From an optimization exercise on the open Yosys and OpenROAD flow, aimed at small area, a short achievable clock period and few clock cycles; shortcuts taken in it are not production practice. RTL that was checked went through simulation tests only; none was proved equivalent to the original. Function not checked in runs 1 to 3: the RTL went through the layout flow alone.

$ cat flow/design.v
`timescale 1ns / 1ps
module div_algo(
   q,
   rn1,
   rn0,
   r1,
   r0,
   b);
output q;      
output rn1;    
output rn0;    
input  r1;
input  r0;
input  b;
assign q   = ~(r1 | (r0 & b));
assign rn1 = ~(b ? r1 : r0);
assign rn0 = ~(b ? ~(r1 | r0) : r1);
endmodule
module div_algo_n(
   q,
   rn1,
   rn0,
   r1,
   r0,
   b);
output q;      
output rn1;    
output rn0;    
input  r1;     
input  r0;     
input  b;      
assign q   = ~(r1 & (r0 | b));
assign rn1 = b ? ~r0 : ~r1;
assign rn0 = b ? ~r1 : (r1 & r0);
endmodule
module div_algo_t(
   q,
   rn1,
   rn0,
   r1,
   r0,
   b);
output q;      
output rn1;    
output rn0;    
input  r1;
input  r0;
input  b;
assign q   = ~(r1 | (r0 & b));
assign rn1 = b ? r1 : r0;
assign rn0 = b ? ~(r1 | r0) : r1;
endmodule
module div_inv(
   y,
   a);
output y;
input  a;
assign y = ~a;
endmodule
module div_nor(
   y,
   a,
   b);
output y;
input  a;
input  b;
assign y = ~(a | b);
endmodule
module div_half_n01(
   q,
   rn1,
   rn0,
   r0,
   b);
output q;
output rn1;
output rn0;
input  r0;
input  b;
wire r = r0;
wire d = ~b;
assign q   = (r & d);
assign rn1 = (r & ~d);
assign rn0 = (~r & d);
endmodule
module div_half_p00(
   q,
   rn1,
   rn0,
   r0,
   b);
output q;
output rn1;
output rn0;
input  r0;
input  b;
wire r = r0;
wire d = b;
assign q   = ~(r & d);
assign rn1 = ~(r & ~d);
assign rn0 = ~(~r & d);
endmodule
module div_half_p10(
   q,
   rn1,
   rn0,
   r0,
   b);
output q;
output rn1;
output rn0;
input  r0;
input  b;
wire r = ~r0;
wire d = b;
assign q   = ~(r & d);
assign rn1 = ~(r & ~d);
assign rn0 = ~(~r & d);
endmodule
`timescale 1ns / 1ps
module base2_to_base3(
	base3_no,
	done,
	base2_no,
	en,
	rst,
	clk);
parameter width = 16;
output	[2*width - 1 : 0]	base3_no;
output				done;
input	[width - 1 : 0]		base2_no;
input				en;
input				rst;
input				clk;
reg  [18:0] cut_r;
reg  done_r;
wire en_n, start;
div_inv START_INV (.y(en_n), .a(en));
div_nor START_NOR (.y(start), .a(en_n), .b(rst));
wire c0_14_q, c0_14_r1, c0_14_r0;
div_half_p00 c0_14 (.q(c0_14_q), .rn1(c0_14_r1), .rn0(c0_14_r0), .r0(base2_no[15]), .b(base2_no[14]));
wire c0_13_q, c0_13_r1, c0_13_r0;
div_algo_n c0_13 (.q(c0_13_q), .rn1(c0_13_r1), .rn0(c0_13_r0), .r1(c0_14_r1), .r0(c0_14_r0), .b(~base2_no[13]));
wire c0_12_q, c0_12_r1, c0_12_r0;
div_algo c0_12 (.q(c0_12_q), .rn1(c0_12_r1), .rn0(c0_12_r0), .r1(c0_13_r1), .r0(c0_13_r0), .b(base2_no[12]));
wire c0_11_q, c0_11_r1, c0_11_r0;
div_algo_n c0_11 (.q(c0_11_q), .rn1(c0_11_r1), .rn0(c0_11_r0), .r1(c0_12_r1), .r0(c0_12_r0), .b(~base2_no[11]));
wire c0_10_q, c0_10_r1, c0_10_r0;
div_algo c0_10 (.q(c0_10_q), .rn1(c0_10_r1), .rn0(c0_10_r0), .r1(c0_11_r1), .r0(c0_11_r0), .b(base2_no[10]));
wire c0_9_q, c0_9_r1, c0_9_r0;
div_algo_n c0_9 (.q(c0_9_q), .rn1(c0_9_r1), .rn0(c0_9_r0), .r1(c0_10_r1), .r0(c0_10_r0), .b(~base2_no[9]));
wire c0_8_q, c0_8_r1, c0_8_r0;
div_algo c0_8 (.q(c0_8_q), .rn1(c0_8_r1), .rn0(c0_8_r0), .r1(c0_9_r1), .r0(c0_9_r0), .b(base2_no[8]));
wire c0_7_q, c0_7_r1, c0_7_r0;
div_algo_n c0_7 (.q(c0_7_q), .rn1(c0_7_r1), .rn0(c0_7_r0), .r1(c0_8_r1), .r0(c0_8_r0), .b(~base2_no[7]));
wire c0_6_q, c0_6_r1, c0_6_r0;
div_algo c0_6 (.q(c0_6_q), .rn1(c0_6_r1), .rn0(c0_6_r0), .r1(c0_7_r1), .r0(c0_7_r0), .b(base2_no[6]));
wire c0_5_q, c0_5_r1, c0_5_r0;
div_algo_n c0_5 (.q(c0_5_q), .rn1(c0_5_r1), .rn0(c0_5_r0), .r1(c0_6_r1), .r0(c0_6_r0), .b(~base2_no[5]));
wire c0_4_q, c0_4_r1, c0_4_r0;
div_algo c0_4 (.q(c0_4_q), .rn1(c0_4_r1), .rn0(c0_4_r0), .r1(c0_5_r1), .r0(c0_5_r0), .b(base2_no[4]));
wire c0_3_q, c0_3_r1, c0_3_r0;
div_algo_n c0_3 (.q(c0_3_q), .rn1(c0_3_r1), .rn0(c0_3_r0), .r1(c0_4_r1), .r0(c0_4_r0), .b(~base2_no[3]));
wire c0_2_q, c0_2_r1, c0_2_r0;
div_algo c0_2 (.q(c0_2_q), .rn1(c0_2_r1), .rn0(c0_2_r0), .r1(c0_3_r1), .r0(c0_3_r0), .b(base2_no[2]));
wire c0_1_q, c0_1_r1, c0_1_r0;
div_algo_n c0_1 (.q(c0_1_q), .rn1(c0_1_r1), .rn0(c0_1_r0), .r1(c0_2_r1), .r0(c0_2_r0), .b(~base2_no[1]));
wire c0_0_q, c0_0_r1, c0_0_r0;
div_algo_t c0_0 (.q(c0_0_q), .rn1(c0_0_r1), .rn0(c0_0_r0), .r1(cut_r[0]), .r0(cut_r[1]), .b(cut_r[2]));
wire c1_13_q, c1_13_r1, c1_13_r0;
div_half_p10 c1_13 (.q(c1_13_q), .rn1(c1_13_r1), .rn0(c1_13_r0), .r0(c0_14_q), .b(c0_13_q));
wire c1_12_q, c1_12_r1, c1_12_r0;
div_algo_n c1_12 (.q(c1_12_q), .rn1(c1_12_r1), .rn0(c1_12_r0), .r1(c1_13_r1), .r0(c1_13_r0), .b(c0_12_q));
wire c1_11_q, c1_11_r1, c1_11_r0;
div_algo c1_11 (.q(c1_11_q), .rn1(c1_11_r1), .rn0(c1_11_r0), .r1(c1_12_r1), .r0(c1_12_r0), .b(c0_11_q));
wire c1_10_q, c1_10_r1, c1_10_r0;
div_algo_n c1_10 (.q(c1_10_q), .rn1(c1_10_r1), .rn0(c1_10_r0), .r1(c1_11_r1), .r0(c1_11_r0), .b(c0_10_q));
wire c1_9_q, c1_9_r1, c1_9_r0;
div_algo c1_9 (.q(c1_9_q), .rn1(c1_9_r1), .rn0(c1_9_r0), .r1(c1_10_r1), .r0(c1_10_r0), .b(c0_9_q));
wire c1_8_q, c1_8_r1, c1_8_r0;
div_algo_n c1_8 (.q(c1_8_q), .rn1(c1_8_r1), .rn0(c1_8_r0), .r1(c1_9_r1), .r0(c1_9_r0), .b(c0_8_q));
wire c1_7_q, c1_7_r1, c1_7_r0;
div_algo c1_7 (.q(c1_7_q), .rn1(c1_7_r1), .rn0(c1_7_r0), .r1(c1_8_r1), .r0(c1_8_r0), .b(c0_7_q));
wire c1_6_q, c1_6_r1, c1_6_r0;
div_algo_n c1_6 (.q(c1_6_q), .rn1(c1_6_r1), .rn0(c1_6_r0), .r1(c1_7_r1), .r0(c1_7_r0), .b(c0_6_q));
wire c1_5_q, c1_5_r1, c1_5_r0;
div_algo c1_5 (.q(c1_5_q), .rn1(c1_5_r1), .rn0(c1_5_r0), .r1(c1_6_r1), .r0(c1_6_r0), .b(c0_5_q));
wire c1_4_q, c1_4_r1, c1_4_r0;
div_algo_n c1_4 (.q(c1_4_q), .rn1(c1_4_r1), .rn0(c1_4_r0), .r1(c1_5_r1), .r0(c1_5_r0), .b(c0_4_q));
wire c1_3_q, c1_3_r1, c1_3_r0;
div_algo c1_3 (.q(c1_3_q), .rn1(c1_3_r1), .rn0(c1_3_r0), .r1(c1_4_r1), .r0(c1_4_r0), .b(c0_3_q));
wire c1_2_q, c1_2_r1, c1_2_r0;
div_algo_n c1_2 (.q(c1_2_q), .rn1(c1_2_r1), .rn0(c1_2_r0), .r1(c1_3_r1), .r0(c1_3_r0), .b(c0_2_q));
wire c1_1_q, c1_1_r1, c1_1_r0;
div_algo c1_1 (.q(c1_1_q), .rn1(c1_1_r1), .rn0(c1_1_r0), .r1(cut_r[3]), .r0(cut_r[4]), .b(cut_r[5]));
wire c1_0_q, c1_0_r1, c1_0_r0;
div_algo_n c1_0 (.q(c1_0_q), .rn1(c1_0_r1), .rn0(c1_0_r0), .r1(c1_1_r1), .r0(c1_1_r0), .b(c0_0_q));
wire c2_11_q, c2_11_r1, c2_11_r0;
div_half_n01 c2_11 (.q(c2_11_q), .rn1(c2_11_r1), .rn0(c2_11_r0), .r0(c1_12_q), .b(c1_11_q));
wire c2_10_q, c2_10_r1, c2_10_r0;
div_algo c2_10 (.q(c2_10_q), .rn1(c2_10_r1), .rn0(c2_10_r0), .r1(c2_11_r1), .r0(c2_11_r0), .b(c1_10_q));
wire c2_9_q, c2_9_r1, c2_9_r0;
div_algo_n c2_9 (.q(c2_9_q), .rn1(c2_9_r1), .rn0(c2_9_r0), .r1(c2_10_r1), .r0(c2_10_r0), .b(c1_9_q));
wire c2_8_q, c2_8_r1, c2_8_r0;
div_algo c2_8 (.q(c2_8_q), .rn1(c2_8_r1), .rn0(c2_8_r0), .r1(c2_9_r1), .r0(c2_9_r0), .b(c1_8_q));
wire c2_7_q, c2_7_r1, c2_7_r0;
div_algo_n c2_7 (.q(c2_7_q), .rn1(c2_7_r1), .rn0(c2_7_r0), .r1(c2_8_r1), .r0(c2_8_r0), .b(c1_7_q));
wire c2_6_q, c2_6_r1, c2_6_r0;
div_algo c2_6 (.q(c2_6_q), .rn1(c2_6_r1), .rn0(c2_6_r0), .r1(c2_7_r1), .r0(c2_7_r0), .b(c1_6_q));
wire c2_5_q, c2_5_r1, c2_5_r0;
div_algo_n c2_5 (.q(c2_5_q), .rn1(c2_5_r1), .rn0(c2_5_r0), .r1(c2_6_r1), .r0(c2_6_r0), .b(c1_5_q));
wire c2_4_q, c2_4_r1, c2_4_r0;
div_algo c2_4 (.q(c2_4_q), .rn1(c2_4_r1), .rn0(c2_4_r0), .r1(c2_5_r1), .r0(c2_5_r0), .b(c1_4_q));
wire c2_3_q, c2_3_r1, c2_3_r0;
div_algo_n c2_3 (.q(c2_3_q), .rn1(c2_3_r1), .rn0(c2_3_r0), .r1(c2_4_r1), .r0(c2_4_r0), .b(c1_3_q));
wire c2_2_q, c2_2_r1, c2_2_r0;
div_algo c2_2 (.q(c2_2_q), .rn1(c2_2_r1), .rn0(c2_2_r0), .r1(cut_r[6]), .r0(cut_r[7]), .b(cut_r[8]));
wire c2_1_q, c2_1_r1, c2_1_r0;
div_algo_n c2_1 (.q(c2_1_q), .rn1(c2_1_r1), .rn0(c2_1_r0), .r1(c2_2_r1), .r0(c2_2_r0), .b(c1_1_q));
wire c2_0_q, c2_0_r1, c2_0_r0;
div_algo_t c2_0 (.q(c2_0_q), .rn1(c2_0_r1), .rn0(c2_0_r0), .r1(c2_1_r1), .r0(c2_1_r0), .b(c1_0_q));
wire c3_10_q, c3_10_r1, c3_10_r0;
div_half_n01 c3_10 (.q(c3_10_q), .rn1(c3_10_r1), .rn0(c3_10_r0), .r0(c2_11_q), .b(c2_10_q));
wire c3_9_q, c3_9_r1, c3_9_r0;
div_algo c3_9 (.q(c3_9_q), .rn1(c3_9_r1), .rn0(c3_9_r0), .r1(c3_10_r1), .r0(c3_10_r0), .b(c2_9_q));
wire c3_8_q, c3_8_r1, c3_8_r0;
div_algo_n c3_8 (.q(c3_8_q), .rn1(c3_8_r1), .rn0(c3_8_r0), .r1(c3_9_r1), .r0(c3_9_r0), .b(c2_8_q));
wire c3_7_q, c3_7_r1, c3_7_r0;
div_algo c3_7 (.q(c3_7_q), .rn1(c3_7_r1), .rn0(c3_7_r0), .r1(c3_8_r1), .r0(c3_8_r0), .b(c2_7_q));
wire c3_6_q, c3_6_r1, c3_6_r0;
div_algo_n c3_6 (.q(c3_6_q), .rn1(c3_6_r1), .rn0(c3_6_r0), .r1(c3_7_r1), .r0(c3_7_r0), .b(c2_6_q));
wire c3_5_q, c3_5_r1, c3_5_r0;
div_algo c3_5 (.q(c3_5_q), .rn1(c3_5_r1), .rn0(c3_5_r0), .r1(c3_6_r1), .r0(c3_6_r0), .b(c2_5_q));
wire c3_4_q, c3_4_r1, c3_4_r0;
div_algo_n c3_4 (.q(c3_4_q), .rn1(c3_4_r1), .rn0(c3_4_r0), .r1(c3_5_r1), .r0(c3_5_r0), .b(c2_4_q));
wire c3_3_q, c3_3_r1, c3_3_r0;
div_algo c3_3 (.q(c3_3_q), .rn1(c3_3_r1), .rn0(c3_3_r0), .r1(cut_r[9]), .r0(cut_r[10]), .b(cut_r[11]));
wire c3_2_q, c3_2_r1, c3_2_r0;
div_algo_n c3_2 (.q(c3_2_q), .rn1(c3_2_r1), .rn0(c3_2_r0), .r1(c3_3_r1), .r0(c3_3_r0), .b(c2_2_q));
wire c3_1_q, c3_1_r1, c3_1_r0;
div_algo c3_1 (.q(c3_1_q), .rn1(c3_1_r1), .rn0(c3_1_r0), .r1(c3_2_r1), .r0(c3_2_r0), .b(c2_1_q));
wire c3_0_q, c3_0_r1, c3_0_r0;
div_algo_n c3_0 (.q(c3_0_q), .rn1(c3_0_r1), .rn0(c3_0_r0), .r1(c3_1_r1), .r0(c3_1_r0), .b(c2_0_q));
wire c4_8_q, c4_8_r1, c4_8_r0;
div_half_p10 c4_8 (.q(c4_8_q), .rn1(c4_8_r1), .rn0(c4_8_r0), .r0(c3_9_q), .b(c3_8_q));
wire c4_7_q, c4_7_r1, c4_7_r0;
div_algo_n c4_7 (.q(c4_7_q), .rn1(c4_7_r1), .rn0(c4_7_r0), .r1(c4_8_r1), .r0(c4_8_r0), .b(c3_7_q));
wire c4_6_q, c4_6_r1, c4_6_r0;
div_algo c4_6 (.q(c4_6_q), .rn1(c4_6_r1), .rn0(c4_6_r0), .r1(c4_7_r1), .r0(c4_7_r0), .b(c3_6_q));
wire c4_5_q, c4_5_r1, c4_5_r0;
div_algo_n c4_5 (.q(c4_5_q), .rn1(c4_5_r1), .rn0(c4_5_r0), .r1(c4_6_r1), .r0(c4_6_r0), .b(c3_5_q));
wire c4_4_q, c4_4_r1, c4_4_r0;
div_algo c4_4 (.q(c4_4_q), .rn1(c4_4_r1), .rn0(c4_4_r0), .r1(cut_r[12]), .r0(cut_r[13]), .b(cut_r[14]));
wire c4_3_q, c4_3_r1, c4_3_r0;
div_algo_n c4_3 (.q(c4_3_q), .rn1(c4_3_r1), .rn0(c4_3_r0), .r1(c4_4_r1), .r0(c4_4_r0), .b(c3_3_q));
wire c4_2_q, c4_2_r1, c4_2_r0;
div_algo c4_2 (.q(c4_2_q), .rn1(c4_2_r1), .rn0(c4_2_r0), .r1(c4_3_r1), .r0(c4_3_r0), .b(c3_2_q));
wire c4_1_q, c4_1_r1, c4_1_r0;
div_algo_n c4_1 (.q(c4_1_q), .rn1(c4_1_r1), .rn0(c4_1_r0), .r1(c4_2_r1), .r0(c4_2_r0), .b(c3_1_q));
wire c4_0_q, c4_0_r1, c4_0_r0;
div_algo_t c4_0 (.q(c4_0_q), .rn1(c4_0_r1), .rn0(c4_0_r0), .r1(c4_1_r1), .r0(c4_1_r0), .b(c3_0_q));
wire c5_7_q, c5_7_r1, c5_7_r0;
div_half_p10 c5_7 (.q(c5_7_q), .rn1(c5_7_r1), .rn0(c5_7_r0), .r0(c4_8_q), .b(c4_7_q));
wire c5_6_q, c5_6_r1, c5_6_r0;
div_algo_n c5_6 (.q(c5_6_q), .rn1(c5_6_r1), .rn0(c5_6_r0), .r1(c5_7_r1), .r0(c5_7_r0), .b(c4_6_q));
wire c5_5_q, c5_5_r1, c5_5_r0;
div_algo c5_5 (.q(c5_5_q), .rn1(c5_5_r1), .rn0(c5_5_r0), .r1(cut_r[15]), .r0(cut_r[16]), .b(cut_r[17]));
wire c5_4_q, c5_4_r1, c5_4_r0;
div_algo_n c5_4 (.q(c5_4_q), .rn1(c5_4_r1), .rn0(c5_4_r0), .r1(c5_5_r1), .r0(c5_5_r0), .b(c4_4_q));
wire c5_3_q, c5_3_r1, c5_3_r0;
div_algo c5_3 (.q(c5_3_q), .rn1(c5_3_r1), .rn0(c5_3_r0), .r1(c5_4_r1), .r0(c5_4_r0), .b(c4_3_q));
wire c5_2_q, c5_2_r1, c5_2_r0;
div_algo_n c5_2 (.q(c5_2_q), .rn1(c5_2_r1), .rn0(c5_2_r0), .r1(c5_3_r1), .r0(c5_3_r0), .b(c4_2_q));
wire c5_1_q, c5_1_r1, c5_1_r0;
div_algo c5_1 (.q(c5_1_q), .rn1(c5_1_r1), .rn0(c5_1_r0), .r1(c5_2_r1), .r0(c5_2_r0), .b(c4_1_q));
wire c5_0_q, c5_0_r1, c5_0_r0;
div_algo_n c5_0 (.q(c5_0_q), .rn1(c5_0_r1), .rn0(c5_0_r0), .r1(c5_1_r1), .r0(c5_1_r0), .b(c4_0_q));
wire c6_5_q, c6_5_r1, c6_5_r0;
div_half_n01 c6_5 (.q(c6_5_q), .rn1(c6_5_r1), .rn0(c6_5_r0), .r0(cut_r[18]), .b(c5_5_q));
wire c6_4_q, c6_4_r1, c6_4_r0;
div_algo c6_4 (.q(c6_4_q), .rn1(c6_4_r1), .rn0(c6_4_r0), .r1(c6_5_r1), .r0(c6_5_r0), .b(c5_4_q));
wire c6_3_q, c6_3_r1, c6_3_r0;
div_algo_n c6_3 (.q(c6_3_q), .rn1(c6_3_r1), .rn0(c6_3_r0), .r1(c6_4_r1), .r0(c6_4_r0), .b(c5_3_q));
wire c6_2_q, c6_2_r1, c6_2_r0;
div_algo c6_2 (.q(c6_2_q), .rn1(c6_2_r1), .rn0(c6_2_r0), .r1(c6_3_r1), .r0(c6_3_r0), .b(c5_2_q));
wire c6_1_q, c6_1_r1, c6_1_r0;
div_algo_n c6_1 (.q(c6_1_q), .rn1(c6_1_r1), .rn0(c6_1_r0), .r1(c6_2_r1), .r0(c6_2_r0), .b(c5_1_q));
wire c6_0_q, c6_0_r1, c6_0_r0;
div_algo_t c6_0 (.q(c6_0_q), .rn1(c6_0_r1), .rn0(c6_0_r0), .r1(c6_1_r1), .r0(c6_1_r0), .b(c5_0_q));
wire c7_3_q, c7_3_r1, c7_3_r0;
div_half_p10 c7_3 (.q(c7_3_q), .rn1(c7_3_r1), .rn0(c7_3_r0), .r0(c6_4_q), .b(c6_3_q));
wire c7_2_q, c7_2_r1, c7_2_r0;
div_algo_n c7_2 (.q(c7_2_q), .rn1(c7_2_r1), .rn0(c7_2_r0), .r1(c7_3_r1), .r0(c7_3_r0), .b(c6_2_q));
wire c7_1_q, c7_1_r1, c7_1_r0;
div_algo c7_1 (.q(c7_1_q), .rn1(c7_1_r1), .rn0(c7_1_r0), .r1(c7_2_r1), .r0(c7_2_r0), .b(c6_1_q));
wire c7_0_q, c7_0_r1, c7_0_r0;
div_algo_n c7_0 (.q(c7_0_q), .rn1(c7_0_r1), .rn0(c7_0_r0), .r1(c7_1_r1), .r0(c7_1_r0), .b(c6_0_q));
wire c8_2_q, c8_2_r1, c8_2_r0;
div_half_p10 c8_2 (.q(c8_2_q), .rn1(c8_2_r1), .rn0(c8_2_r0), .r0(c7_3_q), .b(c7_2_q));
wire c8_1_q, c8_1_r1, c8_1_r0;
div_algo_n c8_1 (.q(c8_1_q), .rn1(c8_1_r1), .rn0(c8_1_r0), .r1(c8_2_r1), .r0(c8_2_r0), .b(c7_1_q));
wire c8_0_q, c8_0_r1, c8_0_r0;
div_algo_t c8_0 (.q(c8_0_q), .rn1(c8_0_r1), .rn0(c8_0_r0), .r1(c8_1_r1), .r0(c8_1_r0), .b(c7_0_q));
wire c9_0_q, c9_0_r1, c9_0_r0;
div_half_n01 c9_0 (.q(c9_0_q), .rn1(c9_0_r1), .rn0(c9_0_r0), .r0(c8_1_q), .b(c8_0_q));
always @(posedge clk) begin
	cut_r <= {c5_6_q, c4_5_q, c5_6_r0, c5_6_r1, c3_4_q, c4_5_r0, c4_5_r1, c2_3_q, c3_4_r0, c3_4_r1, c1_2_q, c2_3_r0, c2_3_r1, c0_1_q, c1_2_r0, c1_2_r1, base2_no[0], c0_1_r0, c0_1_r1};
	done_r <= start;
end
assign done = done_r;
assign base3_no = {10'd0, c9_0_q, {c9_0_r1, c9_0_r0}, {c8_0_r1, c8_0_r0}, {c7_0_r1, c7_0_r0}, {c6_0_r1, c6_0_r0}, {c5_0_r1, c5_0_r0}, {c4_0_r1, c4_0_r0}, {c3_0_r1, c3_0_r0}, {c2_0_r1, c2_0_r0}, {c1_0_r1, c1_0_r0}, {c0_0_r1, c0_0_r0}};
endmodule
$ cat flow/flow/run.sh
#!/bin/bash
# Own layout flow: the standard flow, with the standard synthesis
# unchanged, and two changes to how the layout is made:
#  - after the floorplan, the o21ai_0 gates are swapped for o21ai_1 (same
#    area and footprint, stronger drive);
#  - the port buffers are small buf_1 buffers instead of the default delay
#    buffers.
# Each step's full output goes to a log of its own in this folder.
set -euo pipefail
bash standard.sh synth floorplan > flow_1_synth_floorplan.log 2>&1
openroad -no_init -exit flow/swap.tcl > flow_2_swap.log 2>&1
bash standard.sh BUFFER_PORTS_ARGS="-buffer_cell sky130_fd_sc_hd__buf_1" finish > flow_3_place_to_finish.log 2>&1
$ cat flow/flow/swap.tcl
# Swap every o21ai_0 for an o21ai_1 in the floorplan (same function, area and
# footprint; stronger drive).
set platform $::env(FLOW_HOME)/platforms/sky130hd
set results orfs/results/sky130hd/base2_to_base3/base
read_liberty $platform/lib/sky130_fd_sc_hd__tt_025C_1v80.lib
read_db $results/2_floorplan.odb
read_sdc $results/2_floorplan.sdc
source $platform/setRC.tcl
puts "worst slack before: [sta::worst_slack -max]"
set n 0
foreach inst [get_cells *] {
  if {[get_property $inst ref_name] eq "sky130_fd_sc_hd__o21ai_0"} {
    replace_cell $inst sky130_fd_sc_hd__o21ai_1
    incr n
  }
}
puts "swapped $n o21ai_0 for o21ai_1"
puts "worst slack after: [sta::worst_slack -max]"
write_db $results/2_floorplan.odb
$ cat flow/standard.sh
#!/bin/bash
# synth_recipe.tcl (not shown) runs the flow's synth.tcl, then flattens the netlist and writes it again
# the make line also repeats each setting of config.mk as NAME=value (left out here)
make -C /OpenROAD-flow-scripts/flow DESIGN_CONFIG=/design/flow/config.mk WORK_HOME=/design/flow/orfs CLKGATE_MAP_FILE= SYNTH_SCRIPT=/design/flow/synth_recipe.tcl "${@:-finish}"
$ cat flow/config.mk
export PLATFORM = sky130hd
export DESIGN_NAME = base2_to_base3
export DESIGN_NICKNAME = base2_to_base3
export VERILOG_FILES = /design/flow/design.v
export SDC_FILE = /design/flow/constraint.sdc
export NUM_CORES = 4
export LEC_CHECK = 0
export CAP_MARGIN = 20
export CORE_MARGIN = 2
export CORE_UTILIZATION = 40
export CTS_BUF_LIST = sky130_fd_sc_hd__clkbuf_2 sky130_fd_sc_hd__clkbuf_4
export SLEW_MARGIN = 20
export SYNTH_HIERARCHICAL = 1
export SYNTH_MINIMUM_KEEP_SIZE = 0
$ cat flow/constraint.sdc
create_clock -name core_clock -period 19.0 [get_ports {clk}]
set_input_delay 3.8000 -clock core_clock [delete_from_list [all_inputs] [get_ports {clk}]]
set_output_delay 3.8000 -clock core_clock [all_outputs]
set_load 0.01 [all_outputs]
==> impl_metrics.toml, run 1 <==
[worst_setup_path]
cp-end-kind = "flop"
path_buf_inv = 1
cp-start-kind = "input pin"
slowest_delay_ps = 360
required_ps = 19240
crit_family = "multiplexers"
worstPathMaxFanout = 4
crit_type = "in -> reg"
arrival_ps = 7900
cp_common_cell = "mux2i_1"
critical-path-slowest-cell = "mux2i_1"

[die]
initial_core_util_pct = 41.0
die_area_um2 = 8060
fp.dieW_um = 89.8
core_area_um2 = 7180
io_pins = 52
die_h_um = 89.8
num_rows = 31

[place]
dp_hpwl_um = 3630
place_ws_ps = 11020
dpl_cell_area_um2 = 3010
gp_congestion = 0.686
io_buffers = 40

[detailed_routing]
wl_met2_um = 1950
drt-met1-wl_um = 2130
totalWireLength_um = 4230
wire_per_inst_um = 8.46
drtAntennaViolNets = 0
initialDrtViolationCount = 58
dr.pass1.iters = 4
vias = 2393
via_per_inst = 4.79
routed-wl-met3_um = 121
drc_errors = 0
routed.top_layer = "met4"

[cts]
htree_num_levels = 1
clock_path_buffers = 2
cts_setup_buffers = 0
clkTransAtPathRegs_ps = 110
cts-resized-gates = 0
cts_root_buf = "clkbuf_4"
numCtsBuffers = 3
hold_buffers = 0
cts.sinks = 20
cts_tree = "yes"

[sta]
hold_violations = 0
min_period_ps = 7660
rsz0062_at_grt = "no"
finalCritPeriodShare_pct = 40.3
setup_viol_count_final = 0
tns_ps = 0
drv_slew = 0
fmaxAchievable_ghz = 0.131
setup_slack_ps = 11340

[grt]
grt_pass1_vias = 2067
grt_pass1_wl_um = 7730
gr-total-overflow = 0
grt_max_degree = 12
antenna_found_initial = 0
grt.total_usage_pct = 10.6

[finish]
syn_to_final_growth_pct = 3.32
drive_above_1_share_pct = 2.00
fin_area_um2 = 3040
antennaDiodeCount = 0
fin_nets = 421

[synthesis]
syn_avg_cell_area_um2 = 7.76
netlist_instances = 379
netlist_area_um2 = 2940
yosys_warnings = 7

[status]
outcome = "timing/DRC/antenna clean"

[hold_path]
hold_class = "in -> reg"

[flow_run]
drv_cap = 0
==> state kept, by name, summed over array words and instances, names as in the netlist <==
register	flops
cut_r	19
done_r	1
==> layer usage <==
layer / up-vias / GRT usage (%)
li1: 1356 / -
met1: 1006 / 13.2
met2: 27 / 19.3
met3: 4 / 1.76
met4: 0 / 1.92
met5: - / 0
==> area by class of cell <==
class | count | area, um^2
Multi-Input combinational cell | 329 | 2310
Tap cell | 99 | 124
Clock inverter | 1 | 3.75
Timing Repair Buffer | 40 | 150
Inverter | 8 | 30.0
Sequential cell | 20 | 400
Fill cell | 753 | 4140
Clock buffer | 3 | 22.5
==> through the flow <==
stage | utilization, % | hold slack [ps] | instances
4_1_cts | 42.4 | 3590 | 500
2_1_floorplan | - | 3830 | 389
3_3_place_gp | 42.0 | 3900 | 496
5_1_grt | 42.4 | 3580 | 500
6_report | 42.4 | 3590 | 500
3_5_place_dp | 42.0 | 3910 | 496
==> path summary, 6_finish.rpt <==
kind,startpoint,to,slack [ps],cells after the start
max,base2_no[14],cut_r[7]$_DFF_P_,11340,25
min,base2_no[0],cut_r[2]$_DFF_P_,3590,1
==> cells in the final DEF (no fill, tap or decap), drive strengths merged <==
cell type    n
nand2b       4
or2          5
nor2b        2
conb        11
and2         4
mux2i      136
dfxtp       20
clkinv       1
o21ai       37
clkbuf       3
buf         40
a21oi       36
inv          8
mux2        10
nand2       43
nor2        41
==> inputs of run 2 (changes only) <==
--- a/flow/design.v
+++ b/flow/design.v
@@ -166,5 +166,5 @@
 wire c0_1_q, c0_1_r1, c0_1_r0;
-div_algo_n c0_1 (.q(c0_1_q), .rn1(c0_1_r1), .rn0(c0_1_r0), .r1(c0_2_r1), .r0(c0_2_r0), .b(~base2_no[1]));
+div_algo_n c0_1 (.q(c0_1_q), .rn1(c0_1_r1), .rn0(c0_1_r0), .r1(cut_r[0]), .r0(cut_r[1]), .b(~cut_r[2]));
 wire c0_0_q, c0_0_r1, c0_0_r0;
-div_algo_t c0_0 (.q(c0_0_q), .rn1(c0_0_r1), .rn0(c0_0_r0), .r1(cut_r[0]), .r0(cut_r[1]), .b(cut_r[2]));
+div_algo_t c0_0 (.q(c0_0_q), .rn1(c0_0_r1), .rn0(c0_0_r0), .r1(c0_1_r1), .r0(c0_1_r0), .b(cut_r[3]));
 wire c1_13_q, c1_13_r1, c1_13_r0;
@@ -192,5 +192,5 @@
 wire c1_2_q, c1_2_r1, c1_2_r0;
-div_algo_n c1_2 (.q(c1_2_q), .rn1(c1_2_r1), .rn0(c1_2_r0), .r1(c1_3_r1), .r0(c1_3_r0), .b(c0_2_q));
+div_algo_n c1_2 (.q(c1_2_q), .rn1(c1_2_r1), .rn0(c1_2_r0), .r1(cut_r[4]), .r0(cut_r[5]), .b(cut_r[6]));
 wire c1_1_q, c1_1_r1, c1_1_r0;
-div_algo c1_1 (.q(c1_1_q), .rn1(c1_1_r1), .rn0(c1_1_r0), .r1(cut_r[3]), .r0(cut_r[4]), .b(cut_r[5]));
+div_algo c1_1 (.q(c1_1_q), .rn1(c1_1_r1), .rn0(c1_1_r0), .r1(c1_2_r1), .r0(c1_2_r0), .b(c0_1_q));
 wire c1_0_q, c1_0_r1, c1_0_r0;
@@ -212,7 +212,7 @@
 wire c2_4_q, c2_4_r1, c2_4_r0;
-div_algo c2_4 (.q(c2_4_q), .rn1(c2_4_r1), .rn0(c2_4_r0), .r1(c2_5_r1), .r0(c2_5_r0), .b(c1_4_q));
+div_algo c2_4 (.q(c2_4_q), .rn1(c2_4_r1), .rn0(c2_4_r0), .r1(cut_r[7]), .r0(cut_r[8]), .b(cut_r[9]));
 wire c2_3_q, c2_3_r1, c2_3_r0;
-div_algo_n c2_3 (.q(c2_3_q), .rn1(c2_3_r1), .rn0(c2_3_r0), .r1(c2_4_r1), .r0(c2_4_r0), .b(c1_3_q));
+div_algo_n c2_3 (.q(c2_3_q), .rn1(c2_3_r1), .rn0(c2_3_r0), .r1(c2_4_r1), .r0(c2_4_r0), .b(cut_r[10]));
 wire c2_2_q, c2_2_r1, c2_2_r0;
-div_algo c2_2 (.q(c2_2_q), .rn1(c2_2_r1), .rn0(c2_2_r0), .r1(cut_r[6]), .r0(cut_r[7]), .b(cut_r[8]));
+div_algo c2_2 (.q(c2_2_q), .rn1(c2_2_r1), .rn0(c2_2_r0), .r1(c2_3_r1), .r0(c2_3_r0), .b(c1_2_q));
 wire c2_1_q, c2_1_r1, c2_1_r0;
@@ -232,3 +232,3 @@
 wire c3_5_q, c3_5_r1, c3_5_r0;
-div_algo c3_5 (.q(c3_5_q), .rn1(c3_5_r1), .rn0(c3_5_r0), .r1(c3_6_r1), .r0(c3_6_r0), .b(c2_5_q));
+div_algo c3_5 (.q(c3_5_q), .rn1(c3_5_r1), .rn0(c3_5_r0), .r1(cut_r[11]), .r0(cut_r[12]), .b(cut_r[13]));
 wire c3_4_q, c3_4_r1, c3_4_r0;
@@ -236,3 +236,3 @@
 wire c3_3_q, c3_3_r1, c3_3_r0;
-div_algo c3_3 (.q(c3_3_q), .rn1(c3_3_r1), .rn0(c3_3_r0), .r1(cut_r[9]), .r0(cut_r[10]), .b(cut_r[11]));
+div_algo c3_3 (.q(c3_3_q), .rn1(c3_3_r1), .rn0(c3_3_r0), .r1(c3_4_r1), .r0(c3_4_r0), .b(c2_3_q));
 wire c3_2_q, c3_2_r1, c3_2_r0;
@@ -248,3 +248,3 @@
 wire c4_6_q, c4_6_r1, c4_6_r0;
-div_algo c4_6 (.q(c4_6_q), .rn1(c4_6_r1), .rn0(c4_6_r0), .r1(c4_7_r1), .r0(c4_7_r0), .b(c3_6_q));
+div_algo c4_6 (.q(c4_6_q), .rn1(c4_6_r1), .rn0(c4_6_r0), .r1(cut_r[14]), .r0(cut_r[15]), .b(cut_r[16]));
 wire c4_5_q, c4_5_r1, c4_5_r0;
@@ -252,3 +252,3 @@
 wire c4_4_q, c4_4_r1, c4_4_r0;
-div_algo c4_4 (.q(c4_4_q), .rn1(c4_4_r1), .rn0(c4_4_r0), .r1(cut_r[12]), .r0(cut_r[13]), .b(cut_r[14]));
+div_algo c4_4 (.q(c4_4_q), .rn1(c4_4_r1), .rn0(c4_4_r0), .r1(c4_5_r1), .r0(c4_5_r0), .b(c3_4_q));
 wire c4_3_q, c4_3_r1, c4_3_r0;
@@ -264,5 +264,5 @@
 wire c5_6_q, c5_6_r1, c5_6_r0;
-div_algo_n c5_6 (.q(c5_6_q), .rn1(c5_6_r1), .rn0(c5_6_r0), .r1(c5_7_r1), .r0(c5_7_r0), .b(c4_6_q));
+div_algo_n c5_6 (.q(c5_6_q), .rn1(c5_6_r1), .rn0(c5_6_r0), .r1(cut_r[17]), .r0(cut_r[18]), .b(c4_6_q));
 wire c5_5_q, c5_5_r1, c5_5_r0;
-div_algo c5_5 (.q(c5_5_q), .rn1(c5_5_r1), .rn0(c5_5_r0), .r1(cut_r[15]), .r0(cut_r[16]), .b(cut_r[17]));
+div_algo c5_5 (.q(c5_5_q), .rn1(c5_5_r1), .rn0(c5_5_r0), .r1(c5_6_r1), .r0(c5_6_r0), .b(c4_5_q));
 wire c5_4_q, c5_4_r1, c5_4_r0;
@@ -278,3 +278,3 @@
 wire c6_5_q, c6_5_r1, c6_5_r0;
-div_half_n01 c6_5 (.q(c6_5_q), .rn1(c6_5_r1), .rn0(c6_5_r0), .r0(cut_r[18]), .b(c5_5_q));
+div_half_n01 c6_5 (.q(c6_5_q), .rn1(c6_5_r1), .rn0(c6_5_r0), .r0(c5_6_q), .b(c5_5_q));
 wire c6_4_q, c6_4_r1, c6_4_r0;
@@ -306,3 +306,3 @@
 always @(posedge clk) begin
-	cut_r <= {c5_6_q, c4_5_q, c5_6_r0, c5_6_r1, c3_4_q, c4_5_r0, c4_5_r1, c2_3_q, c3_4_r0, c3_4_r1, c1_2_q, c2_3_r0, c2_3_r1, c0_1_q, c1_2_r0, c1_2_r1, base2_no[0], c0_1_r0, c0_1_r1};
+	cut_r <= {c5_7_r0, c5_7_r1, c3_6_q, c4_7_r0, c4_7_r1, c2_5_q, c3_6_r0, c3_6_r1, c1_3_q, c1_4_q, c2_5_r0, c2_5_r1, c0_2_q, c1_3_r0, c1_3_r1, base2_no[0], base2_no[1], c0_2_r0, c0_2_r1};
 	done_r <= start;
==> impl_metrics.toml, run 2 <==
[cts]
clock_path_buffers = 2
numCtsBuffers = 3
cts_tree = "yes"
cts.sinks = 20
hold_buffers = 0
cts_root_buf = "clkbuf_4"
clkTransAtPathRegs_ps = 100
cts_setup_buffers = 0
htree_num_levels = 1
cts-resized-gates = 0

[finish]
final_cell_mix = "mux2i_1, nand2_1, nor2_1"
final_common_cell = "mux2i_1"
fin_util_pct = 42.3
largest_register_ffs = 19
reg.largest.list = "cut_r: 19 flops, done_r: 1 flops"
antennaDiodeCount = 0
nFillCells = 752
fin_nets = 421
drive_above_1_share_pct = 2.00
top_register = "cut_r"
syn_to_final_growth_pct = 3.19

[synthesis]
syn_avg_cell_area_um2 = 7.76
netlist_instances = 379
netlist_area_um2 = 2940
yosys_warnings = 7

[detailed_routing]
wire_per_inst_um = 8.53
drtAntennaViolNets = 0
totalWireLength_um = 4250
via_per_inst = 4.87
dr.pass1.iters = 4
vias = 2429
initialDrtViolationCount = 36
drc_errors = 0

[grt]
antenna_found_initial = 0
grt_pass1_vias = 2073
grt_max_degree = 11
gr-total-overflow = 0
grt.total_usage_pct = 10.5
grt_pass1_wl_um = 7690

[worst_setup_path]
required_ps = 15200
crit_type = "reg -> out"
cp-start-kind = "flop"
cp-end-kind = "output port"
crit_family = "multiplexers"
crit_start = "cut_r[16]$_DFF_P_"
arrival_ps = 4080
critical_path.cell_chain = "a21oi_1, mux2i_1, nor2_1, mux2i_1, nand2_1, mux2i_1, nor2_1, mux2i_1, o21ai_1, a21oi_1, mux2i_1, nor2_1, mux2i_1, o21ai_1, a21oi_1, and2_1, buf_1"
worstPathMaxFanout = 4
cp_common_cell = "mux2i_1"
slowest_delay_ps = 360
critical-path-slowest-cell = "mux2i_1"
path_buf_inv = 1

[die]
io_pins = 52
die_area_um2 = 8060
initial_core_util_pct = 41.0
num_rows = 31
die_h_um = 89.8
core_area_um2 = 7180
fp.dieW_um = 89.8

[sta]
finalCritPeriodShare_pct = 41.5
hold_violations = 0
drv_slew = 0
setup_viol_count_final = 0
rsz0062_at_grt = "no"
tns_ps = 0
timing.hold.ws_ps = 3590
fmaxAchievable_ghz = 0.127
min_period_ps = 7880
setup_slack_ps = 11120

[place]
place_ws_ps = 11360
io_buffers = 40
dp_hpwl_um = 3690
gp_congestion = 0.703

[flow_run]
drv_cap = 0

[hold_path]
hold_start = "base2_no[1]"
hold_class = "in -> reg"

[status]
outcome = "timing/DRC/antenna clean"
## run 2: cell types whose count changed in the layout (fill, tap and decap cells not counted)
cell      previous run  this run
clkinv_1             1         0
## run 2: metal layers
layer  global-route usage, %  wire length (um)
met2                    20.8              2020
met3                    2.18               152
met4                   0.769                14
met1                    11.9              2060
met5                       0                 0
## run 2: final cells by class
type | count | area (um^2) | area share [%]
multi-input combinational | 329 | 2310 | 76.1
timing repair buffer | 40 | 150 | 4.95
clock buffer | 3 | 22.5 | 0.742
tap | 99 | 124 | 4.08
sequential | 20 | 400 | 13.2
inverter | 8 | 30.0 | 0.989
## run 2: final timing paths
path	endpoint	slack, ps	cells after the start
min	cut_r[2]$_DFF_P_	3590	1
max	base3_no[19]	11120	17
## run 2: metrics by stage
| step | cells | area (um^2) |
|---|---|---|
| 6_report | 499 | 3040 |
| 5_1_grt | 499 | 3040 |
| 4_1_cts | 499 | 3040 |
| 3_5_place_dp | 496 | 3010 |
| 3_3_place_gp | 496 | 3010 |
| 2_1_floorplan | 389 | 2980 |
==> inputs of run 3 (changes only) <==
--- a/flow/design.v
+++ b/flow/design.v
@@ -212,5 +212,5 @@
 wire c2_4_q, c2_4_r1, c2_4_r0;
-div_algo c2_4 (.q(c2_4_q), .rn1(c2_4_r1), .rn0(c2_4_r0), .r1(cut_r[7]), .r0(cut_r[8]), .b(cut_r[9]));
+div_algo c2_4 (.q(c2_4_q), .rn1(c2_4_r1), .rn0(c2_4_r0), .r1(c2_5_r1), .r0(c2_5_r0), .b(c1_4_q));
 wire c2_3_q, c2_3_r1, c2_3_r0;
-div_algo_n c2_3 (.q(c2_3_q), .rn1(c2_3_r1), .rn0(c2_3_r0), .r1(c2_4_r1), .r0(c2_4_r0), .b(cut_r[10]));
+div_algo_n c2_3 (.q(c2_3_q), .rn1(c2_3_r1), .rn0(c2_3_r0), .r1(cut_r[7]), .r0(cut_r[8]), .b(cut_r[9]));
 wire c2_2_q, c2_2_r1, c2_2_r0;
@@ -232,5 +232,5 @@
 wire c3_5_q, c3_5_r1, c3_5_r0;
-div_algo c3_5 (.q(c3_5_q), .rn1(c3_5_r1), .rn0(c3_5_r0), .r1(cut_r[11]), .r0(cut_r[12]), .b(cut_r[13]));
+div_algo c3_5 (.q(c3_5_q), .rn1(c3_5_r1), .rn0(c3_5_r0), .r1(c3_6_r1), .r0(c3_6_r0), .b(c2_5_q));
 wire c3_4_q, c3_4_r1, c3_4_r0;
-div_algo_n c3_4 (.q(c3_4_q), .rn1(c3_4_r1), .rn0(c3_4_r0), .r1(c3_5_r1), .r0(c3_5_r0), .b(c2_4_q));
+div_algo_n c3_4 (.q(c3_4_q), .rn1(c3_4_r1), .rn0(c3_4_r0), .r1(cut_r[10]), .r0(cut_r[11]), .b(cut_r[12]));
 wire c3_3_q, c3_3_r1, c3_3_r0;
@@ -248,5 +248,5 @@
 wire c4_6_q, c4_6_r1, c4_6_r0;
-div_algo c4_6 (.q(c4_6_q), .rn1(c4_6_r1), .rn0(c4_6_r0), .r1(cut_r[14]), .r0(cut_r[15]), .b(cut_r[16]));
+div_algo c4_6 (.q(c4_6_q), .rn1(c4_6_r1), .rn0(c4_6_r0), .r1(cut_r[13]), .r0(cut_r[14]), .b(cut_r[15]));
 wire c4_5_q, c4_5_r1, c4_5_r0;
-div_algo_n c4_5 (.q(c4_5_q), .rn1(c4_5_r1), .rn0(c4_5_r0), .r1(c4_6_r1), .r0(c4_6_r0), .b(c3_5_q));
+div_algo_n c4_5 (.q(c4_5_q), .rn1(c4_5_r1), .rn0(c4_5_r0), .r1(c4_6_r1), .r0(c4_6_r0), .b(cut_r[16]));
 wire c4_4_q, c4_4_r1, c4_4_r0;
@@ -306,3 +306,3 @@
 always @(posedge clk) begin
-	cut_r <= {c5_7_r0, c5_7_r1, c3_6_q, c4_7_r0, c4_7_r1, c2_5_q, c3_6_r0, c3_6_r1, c1_3_q, c1_4_q, c2_5_r0, c2_5_r1, c0_2_q, c1_3_r0, c1_3_r1, base2_no[0], base2_no[1], c0_2_r0, c0_2_r1};
+	cut_r <= {c5_7_r0, c5_7_r1, c3_5_q, c3_6_q, c4_7_r0, c4_7_r1, c2_4_q, c3_5_r0, c3_5_r1, c1_3_q, c2_4_r0, c2_4_r1, c0_2_q, c1_3_r0, c1_3_r1, base2_no[0], base2_no[1], c0_2_r0, c0_2_r1};
 	done_r <= start;
==> impl_metrics.toml, run 3 <==
[sta]
hold_violations = 0
tns_ps = 0
setup_viol_count_final = 0
min_period_ps = 7900
fmaxAchievable_ghz = 0.127
rsz0062_at_grt = "no"
finalCritPeriodShare_pct = 41.6
drv_slew = 0

[detailed_routing]
drtAntennaViolNets = 0
vias = 2396
via_per_inst = 4.79
initialDrtViolationCount = 73
dr.pass1.iters = 4
totalWireLength_um = 4260
drc_errors = 0
wire_per_inst_um = 8.52

[cts]
htree_num_levels = 1
cts-resized-gates = 0
cts.sinks = 20
clock_path_buffers = 2
cts_root_buf = "clkbuf_4"
numCtsBuffers = 3
cts_setup_buffers = 0
cts_tree = "yes"
clkTransAtPathRegs_ps = 110
hold_buffers = 0

[place]
io_buffers = 40
dpl_cell_area_um2 = 3010
dpl.cell_count = 496
dp_hpwl_um = 3690
gp_congestion = 0.706

[synthesis]
yosys_warnings = 7
syn_avg_cell_area_um2 = 7.76
netlist_instances = 379
netlist_area_um2 = 2940

[hold_path]
hold_class = "in -> reg"

[finish]
top_register = "cut_r"
fin_area_um2 = 3070
fin_nets = 421
fin_cells = 500
drive_above_1_share_pct = 2.24
final_common_cell = "mux2i_1"
reg.largest.list = "cut_r: 19 flops, done_r: 1 flops"
antennaDiodeCount = 0
nFillCells = 732
syn_to_final_growth_pct = 4.21
final_cell_mix = "mux2i_1, nand2_1, nor2_1"
largest_register_ffs = 19
fin_util_pct = 42.7

[die]
core_area_um2 = 7180
initial_core_util_pct = 41.0
die_h_um = 89.8
fp.dieW_um = 89.8
die_area_um2 = 8060
num_rows = 31
io_pins = 52

[worst_setup_path]
cp-start-kind = "flop"
arrival_ps = 4100
worstPathMaxFanout = 4
cp-end-kind = "output port"
required_ps = 15200
crit_type = "reg -> out"

[flow_run]
drv_cap = 0

[grt]
grt.total_usage_pct = 10.7
grt_pass1_wl_um = 7820
gr-total-overflow = 0
grt_max_degree = 13
antenna_found_initial = 0
grt_pass1_vias = 2113

[status]
outcome = "timing/DRC/antenna clean"
[run 3: cell type report]
cell class                 instances  area, um^2  share of cell area (%)
sequential                        20         400                    13.1
inverter                           8        30.0                   0.980
clock inverter                     1        30.0                   0.980
tap                               99         124                    4.04
multi-input combinational        329        2310                    75.3
timing repair buffer              40         150                    4.90
clock buffer                       3        22.5                   0.735
[run 3: stage by stage]
step	hold slack, ps	setup slack, ps
finish	3580	11100
global route	3570	10470
CTS	3570	11040
detailed placement	3900	11370
global placement	3900	11510
floorplan	3830	11700
[run 3: final timing paths]
kind | startpoint | to | slack (ps) | cells past startpoint
min | base2_no[1] | cut_r[2]$_DFF_P_ | 3580 | 1
max | cut_r[15]$_DFF_P_ | base3_no[19] | 11100 | 17
[run 3: layer usage]
layer | GRT usage (%) | wire [um] | up-vias
met5 | 0 | 0 | -
met4 | 1.15 | 13 | 0
li1 | - | - | 1359
met2 | 20.6 | 2020 | 25
met1 | 12.4 | 2090 | 1010
met3 | 2.26 | 142 | 2
[run 3: worst max-delay path: stages, from the launching register on]
cell and delay, ps:
dfxtp_1 350, a21oi_1 310, mux2i_1 350, nor2_1 70
mux2i_1 220, nand2_1 80, mux2i_1 210, nor2_1 70
mux2i_1 230, o21ai_1 180, a21oi_1 350, mux2i_1 350
nor2_1 70, mux2i_1 230, o21ai_1 180, a21oi_1 250
and2_1 160, buf_1 140
==> inputs of run 4 (changes only) <==
--- a/flow/design.v
+++ b/flow/design.v
@@ -248,5 +248,5 @@
 wire c4_6_q, c4_6_r1, c4_6_r0;
-div_algo c4_6 (.q(c4_6_q), .rn1(c4_6_r1), .rn0(c4_6_r0), .r1(cut_r[13]), .r0(cut_r[14]), .b(cut_r[15]));
+div_algo c4_6 (.q(c4_6_q), .rn1(c4_6_r1), .rn0(c4_6_r0), .r1(c4_7_r1), .r0(c4_7_r0), .b(c3_6_q));
 wire c4_5_q, c4_5_r1, c4_5_r0;
-div_algo_n c4_5 (.q(c4_5_q), .rn1(c4_5_r1), .rn0(c4_5_r0), .r1(c4_6_r1), .r0(c4_6_r0), .b(cut_r[16]));
+div_algo_n c4_5 (.q(c4_5_q), .rn1(c4_5_r1), .rn0(c4_5_r0), .r1(cut_r[13]), .r0(cut_r[14]), .b(cut_r[15]));
 wire c4_4_q, c4_4_r1, c4_4_r0;
@@ -264,3 +264,3 @@
 wire c5_6_q, c5_6_r1, c5_6_r0;
-div_algo_n c5_6 (.q(c5_6_q), .rn1(c5_6_r1), .rn0(c5_6_r0), .r1(cut_r[17]), .r0(cut_r[18]), .b(c4_6_q));
+div_algo_n c5_6 (.q(c5_6_q), .rn1(c5_6_r1), .rn0(c5_6_r0), .r1(cut_r[16]), .r0(cut_r[17]), .b(cut_r[18]));
 wire c5_5_q, c5_5_r1, c5_5_r0;
@@ -306,3 +306,3 @@
 always @(posedge clk) begin
-	cut_r <= {c5_7_r0, c5_7_r1, c3_5_q, c3_6_q, c4_7_r0, c4_7_r1, c2_4_q, c3_5_r0, c3_5_r1, c1_3_q, c2_4_r0, c2_4_r1, c0_2_q, c1_3_r0, c1_3_r1, base2_no[0], base2_no[1], c0_2_r0, c0_2_r1};
+	cut_r <= {c4_6_q, c5_7_r0, c5_7_r1, c3_5_q, c4_6_r0, c4_6_r1, c2_4_q, c3_5_r0, c3_5_r1, c1_3_q, c2_4_r0, c2_4_r1, c0_2_q, c1_3_r0, c1_3_r1, base2_no[0], base2_no[1], c0_2_r0, c0_2_r1};
 	done_r <= start;
==> impl_metrics.toml, run 4 <==
[synthesis]
syn_avg_cell_area_um2 = 7.76
yosys_warnings = 7
netlist_area_um2 = 2940
netlist_instances = 379

[die]
fp.dieW_um = 89.8
die_area_um2 = 8060
io_pins = 52
core_area_um2 = 7180
initial_core_util_pct = 41.0
die_h_um = 89.8
num_rows = 31

[sta]
min_period_ps = 7640
rsz0062_at_grt = "no"
drv_slew = 0
tns_ps = 0
setup_viol_count_final = 0
fmaxAchievable_ghz = 0.131
hold_violations = 0
timing.hold.ws_ps = 3600
finalCritPeriodShare_pct = 40.2

[cts]
hold_buffers = 0
cts_root_buf = "clkbuf_4"
htree_num_levels = 1
clock_path_buffers = 2
cts.sinks = 20
cts-resized-gates = 0
cts_tree = "yes"
numCtsBuffers = 3
cts_setup_buffers = 0
clkTransAtPathRegs_ps = 100

[place]
gp_congestion = 0.706
io_buffers = 40
dp_hpwl_um = 3720
dpl.cell_count = 496

[detailed_routing]
totalWireLength_um = 4300
drtAntennaViolNets = 0
initialDrtViolationCount = 46
vias = 2387
dr.pass1.iters = 4
drc_errors = 0
via_per_inst = 4.77
wire_per_inst_um = 8.60

[grt]
gr-total-overflow = 0
grt_pass1_wl_um = 7760
grt_pass1_vias = 2102
antenna_found_initial = 0
grt_max_degree = 12
grt.total_usage_pct = 10.6

[worst_setup_path]
crit_type = "reg -> out"
cp-end-kind = "output port"
worstPathMaxFanout = 4
cp-start-kind = "flop"
required_ps = 15200
arrival_ps = 3840

[finish]
reg.largest.list = "cut_r: 19 flops, done_r: 1 flops"
top_register = "cut_r"
final_common_cell = "mux2i_1"
drive_above_1_share_pct = 2.00
antennaDiodeCount = 0
fin_nets = 421
syn_to_final_growth_pct = 3.32
fin_util_pct = 42.4
fin_cells = 500
final_cell_mix = "mux2i_1, nand2_1, nor2_1"
largest_register_ffs = 19

[hold_path]
hold_start = "base2_no[1]"
hold_class = "in -> reg"
hold_depth = 1
whs_endpoint = "cut_r[2]$_DFF_P_"

[flow_run]
drv_cap = 0

[status]
outcome = "timing/DRC/antenna clean"
## run 4: final cells by class
cell class / instances / area, um^2
Timing Repair Buffer: 40 / 150
Fill cell: 729 / 4140
Inverter: 8 / 30.0
Clock inverter: 1 / 3.75
Tap cell: 99 / 124
Sequential cell: 20 / 400
Clock buffer: 3 / 22.5
Multi-Input combinational cell: 329 / 2310
## run 4: stage by stage
stage               setup slack, ps  cell area [um^2]
floorplan                     11840              2980
global placement              11560              3010
detailed placement            11390              3010
CTS                           11320              3040
global route                  10820              3040
finish                        11360              3040
## run 4: worst max path at each step
stage | from | end | cells past startpoint
after floorplan | cut_r[2]$_DFF_P_ | base3_no[17] | 12
after global placement | base2_no[14] | cut_r[1]$_DFF_P_ | 25
after detailed placement | base2_no[15] | cut_r[5]$_DFF_P_ | 24
after CTS | cut_r[18]$_DFF_P_ | base3_no[19] | 16
after global routing | cut_r[18]$_DFF_P_ | base3_no[19] | 16
final | cut_r[18]$_DFF_P_ | base3_no[19] | 16
## run 4: worst max-delay path, stage by stage (launching register included)
cell and delay (ps):
dfxtp_1 400, mux2i_1 330, nor2_1 70, mux2i_1 220
nand2_1 80, mux2i_1 220, nor2_1 80, mux2i_1 220
o21ai_1 190, a21oi_1 330, mux2i_1 380, nor2_1 70
mux2i_1 230, o21ai_1 180, a21oi_1 240, and2_1 160
buf_1 150
## run 4: routing by layer
metal | wire length, um | up-vias | track usage (%)
met1 | 2150 | 997 | 12.4
li1 | - | 1360 | -
met5 | 0 | - | 0
met4 | 13 | 0 | 1.54
met3 | 143 | 2 | 2.35
met2 | 1990 | 28 | 19.9
Testbench counts of run 4, summed over its fixed seeds: cycles 3,200.
==> inputs of run 5 (changes only) <==
--- a/flow/flow/run.sh
+++ b/flow/flow/run.sh
@@ -4,3 +4,4 @@
 #  - after the floorplan, the o21ai_0 gates are swapped for o21ai_1 (same
-#    area and footprint, stronger drive);
+#    area and footprint, stronger drive), and the constant-0 outputs share
+#    one tie cell (flow/swap.tcl);
 #  - the port buffers are small buf_1 buffers instead of the default delay
--- a/flow/flow/swap.tcl
+++ b/flow/flow/swap.tcl
@@ -1,3 +1,5 @@
-# Swap every o21ai_0 for an o21ai_1 in the floorplan (same function, area and
-# footprint; stronger drive).
+# Floorplan changes, made before placement:
+#  - every o21ai_0 becomes an o21ai_1 (same function, area and footprint;
+#    stronger drive);
+#  - the constant-0 outputs share one tie cell instead of one tie cell each.
 set platform $::env(FLOW_HOME)/platforms/sky130hd
@@ -17,2 +19,21 @@
 puts "swapped $n o21ai_0 for o21ai_1"
+
+set block [ord::get_db_block]
+set keepnet ""
+set merged 0
+foreach inst [$block getInsts] {
+  if {[[$inst getMaster] getName] ne "sky130_fd_sc_hd__conb_1"} { continue }
+  set hi [$inst findITerm HI]
+  set lo [$inst findITerm LO]
+  if {[$hi getNet] ne "NULL" || [$lo getNet] eq "NULL"} { continue }
+  set net [$lo getNet]
+  # only ties whose loads are all output ports
+  if {[llength [$net getITerms]] != 1} { continue }
+  if {$keepnet eq ""} { set keepnet $net; continue }
+  foreach bterm [$net getBTerms] { $bterm connect $keepnet }
+  odb::dbInst_destroy $inst
+  odb::dbNet_destroy $net
+  incr merged
+}
+puts "merged $merged tie cells into one"
 puts "worst slack after: [sta::worst_slack -max]"
==> impl_metrics.toml, run 5 <==
[die]
initial_core_util_pct = 41.0
die_area_um2 = 8060
fp.dieW_um = 89.8
io_pins = 52
die_h_um = 89.8
num_rows = 31
core_area_um2 = 7180

[finish]
largest_register_ffs = 19
fin_nets = 421
fin_cells = 500
fin_util_pct = 42.4
syn_to_final_growth_pct = 3.32
final_cell_mix = "mux2i_1, nand2_1, nor2_1"
drive_above_1_share_pct = 2.00
final_common_cell = "mux2i_1"
top_register = "cut_r"
nFillCells = 729
antennaDiodeCount = 0
reg.largest.list = "cut_r: 19 flops, done_r: 1 flops"

[sta]
setup_slack_ps = 11360
finalCritPeriodShare_pct = 40.2
drv_slew = 0
min_period_ps = 7640
hold_violations = 0
tns_ps = 0
fmaxAchievable_ghz = 0.131
rsz0062_at_grt = "no"
setup_viol_count_final = 0

[worst_setup_path]
worstPathMaxFanout = 4
cp-end-kind = "output port"
crit_type = "reg -> out"
arrival_ps = 3840
cp-start-kind = "flop"
required_ps = 15200

[hold_path]
hold_class = "in -> reg"
hold_depth = 1

[cts]
cts-resized-gates = 0
clock_path_buffers = 2
clkTransAtPathRegs_ps = 100
numCtsBuffers = 3
cts_setup_buffers = 0
cts.sinks = 20
cts_root_buf = "clkbuf_4"
cts_tree = "yes"
hold_buffers = 0
htree_num_levels = 1

[place]
io_buffers = 40
gp_congestion = 0.706
dp_hpwl_um = 3720
place_ws_ps = 11390
dpl.cell_count = 496

[synthesis]
netlist_instances = 379
syn_avg_cell_area_um2 = 7.76
yosys_warnings = 7
netlist_area_um2 = 2940

[grt]
antenna_found_initial = 0
grt_max_degree = 12
gr-total-overflow = 0
grt.total_usage_pct = 10.6
grt_pass1_wl_um = 7760
grt_pass1_vias = 2102

[detailed_routing]
drtAntennaViolNets = 0
via_per_inst = 4.77
dr.pass1.iters = 4
vias = 2387
wire_per_inst_um = 8.60
initialDrtViolationCount = 46
drc_errors = 0
totalWireLength_um = 4300

[status]
outcome = "timing/DRC/antenna clean"

[flow_run]
drv_cap = 0
## run 5: area by class of cell
cell class	count	area, um^2	share of cell area (%)
multi-input cells	329	2310	76.0
flip-flops and latches	20	400	13.2
repair buffers	40	150	4.94
well taps	99	124	4.08
inverters	8	30.0	0.988
clock buffers	3	22.5	0.741
clock inverters	1	3.75	0.124
## run 5: critical path: stages (launching register included)
cell and delay, ps:
dfxtp_1 400, mux2i_1 330, nor2_1 70, mux2i_1 220
nand2_1 80, mux2i_1 220, nor2_1 80, mux2i_1 220
o21ai_1 190, a21oi_1 330, mux2i_1 380, nor2_1 70
mux2i_1 230, o21ai_1 180, a21oi_1 240, and2_1 160
buf_1 150
## run 5: layer usage
| metal | GRT usage, % | share of wire, % | vias up |
|---|---|---|---|
| li1 | - | - | 1360 |
| met1 | 12.4 | 50 | 997 |
| met5 | 0 | 0 | - |
| met4 | 1.54 | 0.30 | 0 |
| met3 | 2.35 | 3.3 | 2 |
| met2 | 19.9 | 46 | 28 |
## run 5: path summary, 6_finish.rpt
kind                           from  slack (ps)               end
setup / recovery  cut_r[18]$_DFF_P_       11360      base3_no[19]
hold / removal          base2_no[1]        3600  cut_r[2]$_DFF_P_
## run 5: through the flow
| step | instance area (um^2) | hold slack [ps] |
|---|---|---|
| finish | 3040 | 3600 |
| global route | 3040 | 3580 |
| CTS | 3040 | 3590 |
| detailed placement | 3010 | 3890 |
| global placement | 3010 | 3900 |
| floorplan | 2980 | 3830 |

what the ideal ports hide:
No port has a modelled driver above. Below, the same layouts with a new extraction and two added sets of constraints. Step 1: set_driving_cell puts a clkbuf_16 on clk and a buf_2 on each other input, an assumption about the parent block. Step 2 times the ports against the registers' clock, not the clock port: input delays grow and output delays shrink by t, the midpoint of the rising clock arrivals with the driver on. Slacks: ideal / step 1 / step 2; pairs: ideal / step 1.
run | t (ns) | setup WS [ns] | worst setup path at the end | worst slew at a driven data input, ns | cell pins on the clock port's net
run 1 | 0.317 | 11.339 / 11.342 / 11.025 | input to register | 0.03 | 1
run 2 | 0.312 | 11.124 / 11.103 / 11.391 | input to register | 0.03 | 1
run 3 | 0.318 | 11.098 / 11.075 / 11.362 | input to register | 0.03 | 1
run 4 | 0.314 | 11.357 / 11.334 / 11.414 | input to register | 0.03 | 1
run 5 | 0.314 | 11.357 / 11.334 / 11.414 | input to register | 0.03 | 1
After both steps every run listed still meets setup and hold. For run 1, which loses most, drivers alone change the setup slack by +0.003 ns; drivers and shift together by -0.314 ns.
